This design comes from an exercise in tuning for small area, a short achievable clock period and few clock cycles on the open sky130 flow, not from production work. The RTL was checked by simulation tests, not by an equivalence proof against the original design. No activity file was given, so power comes from the tool's default toggle rates.

==> flow/design.v <==
module MM(clk,i,j,reset,read,write,index,read_data,write_data,finish);
	input reset, clk;
	input [19:0]read_data;
	output [19:0]i, j;
	output read, write, index, finish;
	output [39:0]write_data;
	reg rd_o, wr_o, idx_o, fin_o;
	reg [9:0] i_o, j_o, x;
	reg [9:0] rr, kk, cc;
	reg hs, alldone, wfin;
	reg q1, q2, q3, q4;
	reg ln, lc, lr, fz;
	reg f1, l1, l2, l3, l4, e1, e2, e3, e4, ld, cm;
	reg [19:0] b;
	reg [39:0] s, c, acc;
	wire hdr   = rd_o & wr_o;
	wire cur_b = rd_o & ~wr_o & idx_o;
	wire cur_a = rd_o & ~wr_o & ~idx_o;
	wire cur_w = wr_o & ~rd_o;
	wire s_h   = hs & hdr;
	wire hold  = hs & ~rd_o;
	wire need_w = q4 & l4;
	wire rd_d  = ~hs | hdr | (~need_w & ~alldone & ~(cur_a & ln));
	wire wr_d  = ~hs | (hdr & ~i_o[1]) | (~hdr & need_w);
	wire fin_d = hs & (fin_o | (cur_w & wfin));
	always @(posedge clk) begin
		rd_o <= rd_d;
		wr_o <= wr_d;
		fin_o <= fin_d;
	end
	always @(posedge clk or posedge reset) begin
		if (reset) begin
			hs <= 1'b0;
			alldone <= 1'b0;
			wfin <= 1'b0;
			q1 <= 1'b0;
			q2 <= 1'b0;
			q3 <= 1'b0;
			q4 <= 1'b0;
		end else begin
			hs <= 1'b1;
			q1 <= cur_a;
			q2 <= q1;
			q3 <= q2;
			q4 <= q3;
			if (cur_a & ln & lc & lr) alldone <= 1'b1;
			if (hs & ~hdr & need_w) wfin <= e4;
		end
	end
	wire [9:0] i_inc = i_o + 10'd1;
	wire [9:0] j_inc = j_o + 10'd1;
	wire [9:0] x_inc = x + 10'd1;
	wire s_a1 = cur_a & ~ln;
	wire s_a2 = cur_a & ln & ~lc;
	wire s_a3 = cur_a & ln & lc;
	wire [9:0] i_d = ({10{s_h & ~i_o[1]}} & i_inc) | ({10{cur_b}} & x) |
	                 ({10{s_a1}} & j_inc) | ({10{hold}} & i_o);
	wire [9:0] j_d = ({10{cur_b}} & i_o) | ({10{s_a1}} & x) |
	                 ({10{s_a2}} & x_inc) | ({10{hold}} & j_o);
	wire idx_d = s_h | cur_a | (hold & idx_o);
	always @(posedge clk) begin
		i_o <= i_d;
		j_o <= j_d;
		idx_o <= idx_d;
		if (s_h) begin
			if (i_o[1:0] == 2'd0) rr <= read_data[9:0];
			if (i_o[1:0] == 2'd1) kk <= read_data[9:0];
			if (i_o[1:0] == 2'd2) cc <= read_data[9:0];
			x <= 10'd0;
		end else if (cur_b) begin
			x <= j_o;
			ln <= (i_inc == kk);
			lc <= (j_inc == cc);
			lr <= (x_inc == rr);
			fz <= (i_o == 10'd0);
		end else if (cur_a) begin
			x <= s_a3 ? i_inc : i_o;
		end
	end
	reg signed [21:0] a2;
	reg [14:0] dg;
	reg [14:0] dg_odd, dg_even;
	reg [2:0] tp, te;
	integer m;
	always @(*) begin
		for (m = 0; m < 5; m = m + 1) begin
			tp = (m == 4) ? b[19:17] : b[4*m+1 +: 3];
			te = (m == 0) ? {b[1:0], 1'b0} : b[4*m-1 +: 3];
			dg_odd[3*m]   = tp[2] & ~(tp[1] & tp[0]);
			dg_odd[3*m+1] = tp[1] ^ tp[0];
			dg_odd[3*m+2] = (tp[2] & ~tp[1] & ~tp[0]) | (~tp[2] & tp[1] & tp[0]);
			dg_even[3*m]   = te[2] & ~(te[1] & te[0]);
			dg_even[3*m+1] = te[1] ^ te[0];
			dg_even[3*m+2] = (te[2] & ~te[1] & ~te[0]) | (~te[2] & te[1] & te[0]);
		end
	end
	always @(posedge clk) begin
		if (cur_b) b <= read_data;
		a2 <= cur_a ? {read_data, 2'b00} : {{2{a2[21]}}, a2[21:2]};
		dg <= cur_a ? dg_odd : (q1 ? dg_even : 15'd0);
		f1 <= fz;
		l1 <= ln;
		e1 <= ln & lc & lr;
		ld <= q1 & f1;
		l2 <= l1;
		e2 <= l1 & e1;
		l3 <= l2;
		e3 <= e2;
		l4 <= l3;
		e4 <= e3;
	end
	reg [39:0] row [0:4];
	reg [39:0] row5;
	reg [22:0] sel, f;
	always @(*) begin
		row5 = -(40'h11111 << 22);
		for (m = 0; m < 5; m = m + 1) begin
			sel = dg[3*m+1] ? {a2[21], a2} : (dg[3*m+2] ? {a2, 1'b0} : 23'd0);
			f = sel ^ {23{dg[3*m]}};
			row[m] = {17'd0, ~f[22], f[21:0]} << (4*m);
			row5[4*m] = dg[3*m];
		end
	end
	wire [39:0] s1a = row[0] ^ row[1] ^ row[2];
	wire [39:0] c1a = {(row[0][38:0] & row[1][38:0]) | (row[0][38:0] & row[2][38:0]) | (row[1][38:0] & row[2][38:0]), 1'b0};
	wire [39:0] s1b = row[3] ^ row[4] ^ row5;
	wire [39:0] c1b = {(row[3][38:0] & row[4][38:0]) | (row[3][38:0] & row5[38:0]) | (row[4][38:0] & row5[38:0]), 1'b0};
	wire [39:0] s2 = s1a ^ c1a ^ s1b;
	wire [39:0] c2 = {(s1a[38:0] & c1a[38:0]) | (s1a[38:0] & s1b[38:0]) | (c1a[38:0] & s1b[38:0]), 1'b0};
	wire [39:0] s3 = s2 ^ c2 ^ c1b;
	wire [39:0] c3 = {(s2[38:0] & c2[38:0]) | (s2[38:0] & c1b[38:0]) | (c2[38:0] & c1b[38:0]), 1'b0};
	wire [39:0] am = ld ? 40'd0 : acc;
	wire [39:0] ax = am ^ s ^ c;
	wire [39:0] ay = {(am[38:0] & s[38:0]) | (am[38:0] & c[38:0]) | (s[38:0] & c[38:0]), 1'b0};
	wire cin_h = cm & ~ld;
	wire [20:0] add_lo = {1'b0, ax[19:0]} + {1'b0, ay[19:0]};
	wire [20:0] add_hi = {ax[39:20], cin_h} + {ay[39:20], cin_h};
	wire [19:0] sum_lo = add_lo[19:0];
	wire cout_lo = add_lo[20];
	wire [19:0] sum_hi = add_hi[20:1];
	always @(posedge clk) begin
		s <= s3;
		c <= c3;
		acc <= {sum_hi, sum_lo};
		cm <= cout_lo;
	end
	assign read = rd_o;
	assign write = wr_o;
	assign index = idx_o;
	assign i = {10'd0, i_o};
	assign j = {10'd0, j_o};
	assign finish = fin_o;
	assign write_data = acc;
endmodule
==> flow/config.mk <==
export PLATFORM = sky130hd
export DESIGN_NAME = MM
export DESIGN_NICKNAME = MM
export VERILOG_FILES = /design/flow/design.v
export SDC_FILE = /design/flow/constraint.sdc
export NUM_CORES = 4
export LEC_CHECK = 0
export CAP_MARGIN = 20
export CORE_MARGIN = 2
export CORE_UTILIZATION = 40
export CTS_CLUSTER_DIAMETER = 80
export CTS_CLUSTER_SIZE = 24
export PLACE_DENSITY = 0.6
export SLEW_MARGIN = 20
==> flow/constraint.sdc <==
create_clock -name core_clock -period 10.0 [get_ports {clk}]
set_input_delay 2.0000 -clock core_clock [delete_from_list [all_inputs] [get_ports {clk}]]
set_output_delay 2.0000 -clock core_clock [all_outputs]
set_load 0.01 [all_outputs]
standard.sh (not shown) runs the stock make flow with config.mk's settings and CLKGATE_MAP_FILE= SYNTH_SCRIPT=/design/flow/synth_recipe.tcl, a recipe that flattens the netlist after the stock synthesis.
==> flow/flow/run.sh <==
#!/bin/bash
# The standard layout, with ORFS's timing repair aiming for a clock period
# well below the design's (the constraints themselves are unchanged), and
# repairing only the worst endpoints.
set -euo pipefail
bash standard.sh SETUP_SLACK_MARGIN=7.0 TNS_END_PERCENT=10 finish > standard_flow.log 2>&1
Testbench counts at the start, summed over its fixed seeds: cycles 98,480.
Rerun with:
==> flow/flow/run.sh (replaced) <==
#!/bin/bash
# The standard layout, with ORFS's timing repair aiming for a clock period
# well below the design's (the constraints themselves are unchanged),
# repairing only the worst endpoints, and free to resize cells across
# footprints.
set -euo pipefail
bash standard.sh SETUP_SLACK_MARGIN=7.0 TNS_END_PERCENT=10 MATCH_CELL_FOOTPRINT=0 finish > standard_flow.log 2>&1
CTS_CLUSTER_DIAMETER = unset   (was 80)
CTS_CLUSTER_SIZE = unset   (was 24)
Sequential power is about the same.
Wire length fell by 1.8%.
Non-clock buffer count goes down by 17.
Final area came out higher by 1.5%.
Total power went up by 4.7%.
Final cell count barely changes.
Maximum frequency falls by about 0.8%.
Setup slack gets worse by 0.026 ns.
Rerun with:
==> flow/flow/run.sh (replaced) <==
#!/bin/bash
# The standard layout, with ORFS's timing repair aiming for a clock period
# well below the design's (the constraints themselves are unchanged),
# repairing only the worst endpoints, and with every port buffered by a
# plain buffer (not a delay cell).
set -euo pipefail
bash standard.sh SETUP_SLACK_MARGIN=7.0 TNS_END_PERCENT=10 \
  "BUFFER_PORTS_ARGS=-buffer_cell sky130_fd_sc_hd__buf_6" finish > standard_flow.log 2>&1
CTS_CLUSTER_DIAMETER = 80   (was unset)
CTS_CLUSTER_SIZE = 24   (was unset)
Outcome:
- fmax is about the same
- cell area drops slightly
- sequential cell count is unchanged
- critical path depth shrinks by 1
- setup slack gets better by 0.0085 ns
- total power went down slightly
- count of clock-buffer cells in the layout went down by 20
- core utilization went down by 0.68 points
Rerun with:
==> flow/flow/run.sh (replaced) <==
#!/bin/bash
# The standard layout, with ORFS's timing repair aiming for a clock period
# well below the design's (the constraints themselves are unchanged),
# repairing only the worst endpoints, and with every port buffered by a
# plain buffer (not a delay cell) that the repair can resize.
set -euo pipefail
bash standard.sh SETUP_SLACK_MARGIN=7.0 TNS_END_PERCENT=10 \
  "BUFFER_PORTS_ARGS=-buffer_cell sky130_fd_sc_hd__buf_4" finish > standard_flow.log 2>&1
CTS_CLUSTER_DIAMETER = unset   (was 80)
CTS_CLUSTER_SIZE = unset   (was 24)
Effect: The changed run completed with no timing, DRC or antenna violations; register-to-register slack is about the same; worst setup slack got worse by 0.012 ns; via count stays flat; power is higher slightly; first-iteration DRC count rose by a few percent; sequential power stays flat; synthesized cell count stays the same.
Rerun with:
==> flow/flow/run.sh (replaced) <==
#!/bin/bash
# The standard layout, with ORFS's timing repair aiming for a clock period
# well below the design's (the constraints themselves are unchanged), and
# repairing only the worst endpoints.
set -euo pipefail
bash standard.sh SETUP_SLACK_MARGIN=7.0 TNS_END_PERCENT=10 finish > standard_flow.log 2>&1
Fmax barely changes.
Sequential power hardly moves.
Worst hold slack hardly moves.
Register-to-register slack gets better by 0.06 ns.
Power decreases by 0.34%.
Core utilization climbs by 0.36 points.
Count of clock-buffer cells in the layout is lower by 5.
Synthesized area does not change.
Critical path depth came out higher by 1.

==> separate check: timing with driven ports <==
How much do the figures lean on ideal ports? The routed layouts below were timed once more, with nothing changed but the port constraints. Step 1 sets driving cells, clkbuf_16 on the clock port and buf_2 on the other inputs (assumed; they add their load-dependent delay and slew). Step 2, shift: input delay + t, output delay - t, t = (earliest + latest rising clock arrival at the registers) / 2. This alone moves slack from input paths to output paths. Slacks: ideal / step 1 / step 2; pairs: ideal / step 1.
| run | shift t [ns] | setup slack, ns | slew at the worst register clock pin (ns) | pins driven straight from the clock port |
|---|---|---|---|---|
| the first run | 0.569 | 6.874 / 6.823 / 6.970 | 0.10 / 0.10 | 1 |
| the second run | 0.621 | 6.848 / 6.797 / 6.977 | 0.07 / 0.07 | 1 |
| the third run | 0.570 | 6.857 / 6.807 / 6.933 | 0.10 / 0.10 | 1 |
| the fourth run | 0.615 | 6.845 / 6.792 / 6.925 | 0.06 / 0.06 | 1 |
| the fifth run | 0.621 | 6.847 / 6.796 / 6.980 | 0.06 / 0.06 | 1 |
After both steps setup and hold are still met in every run listed.
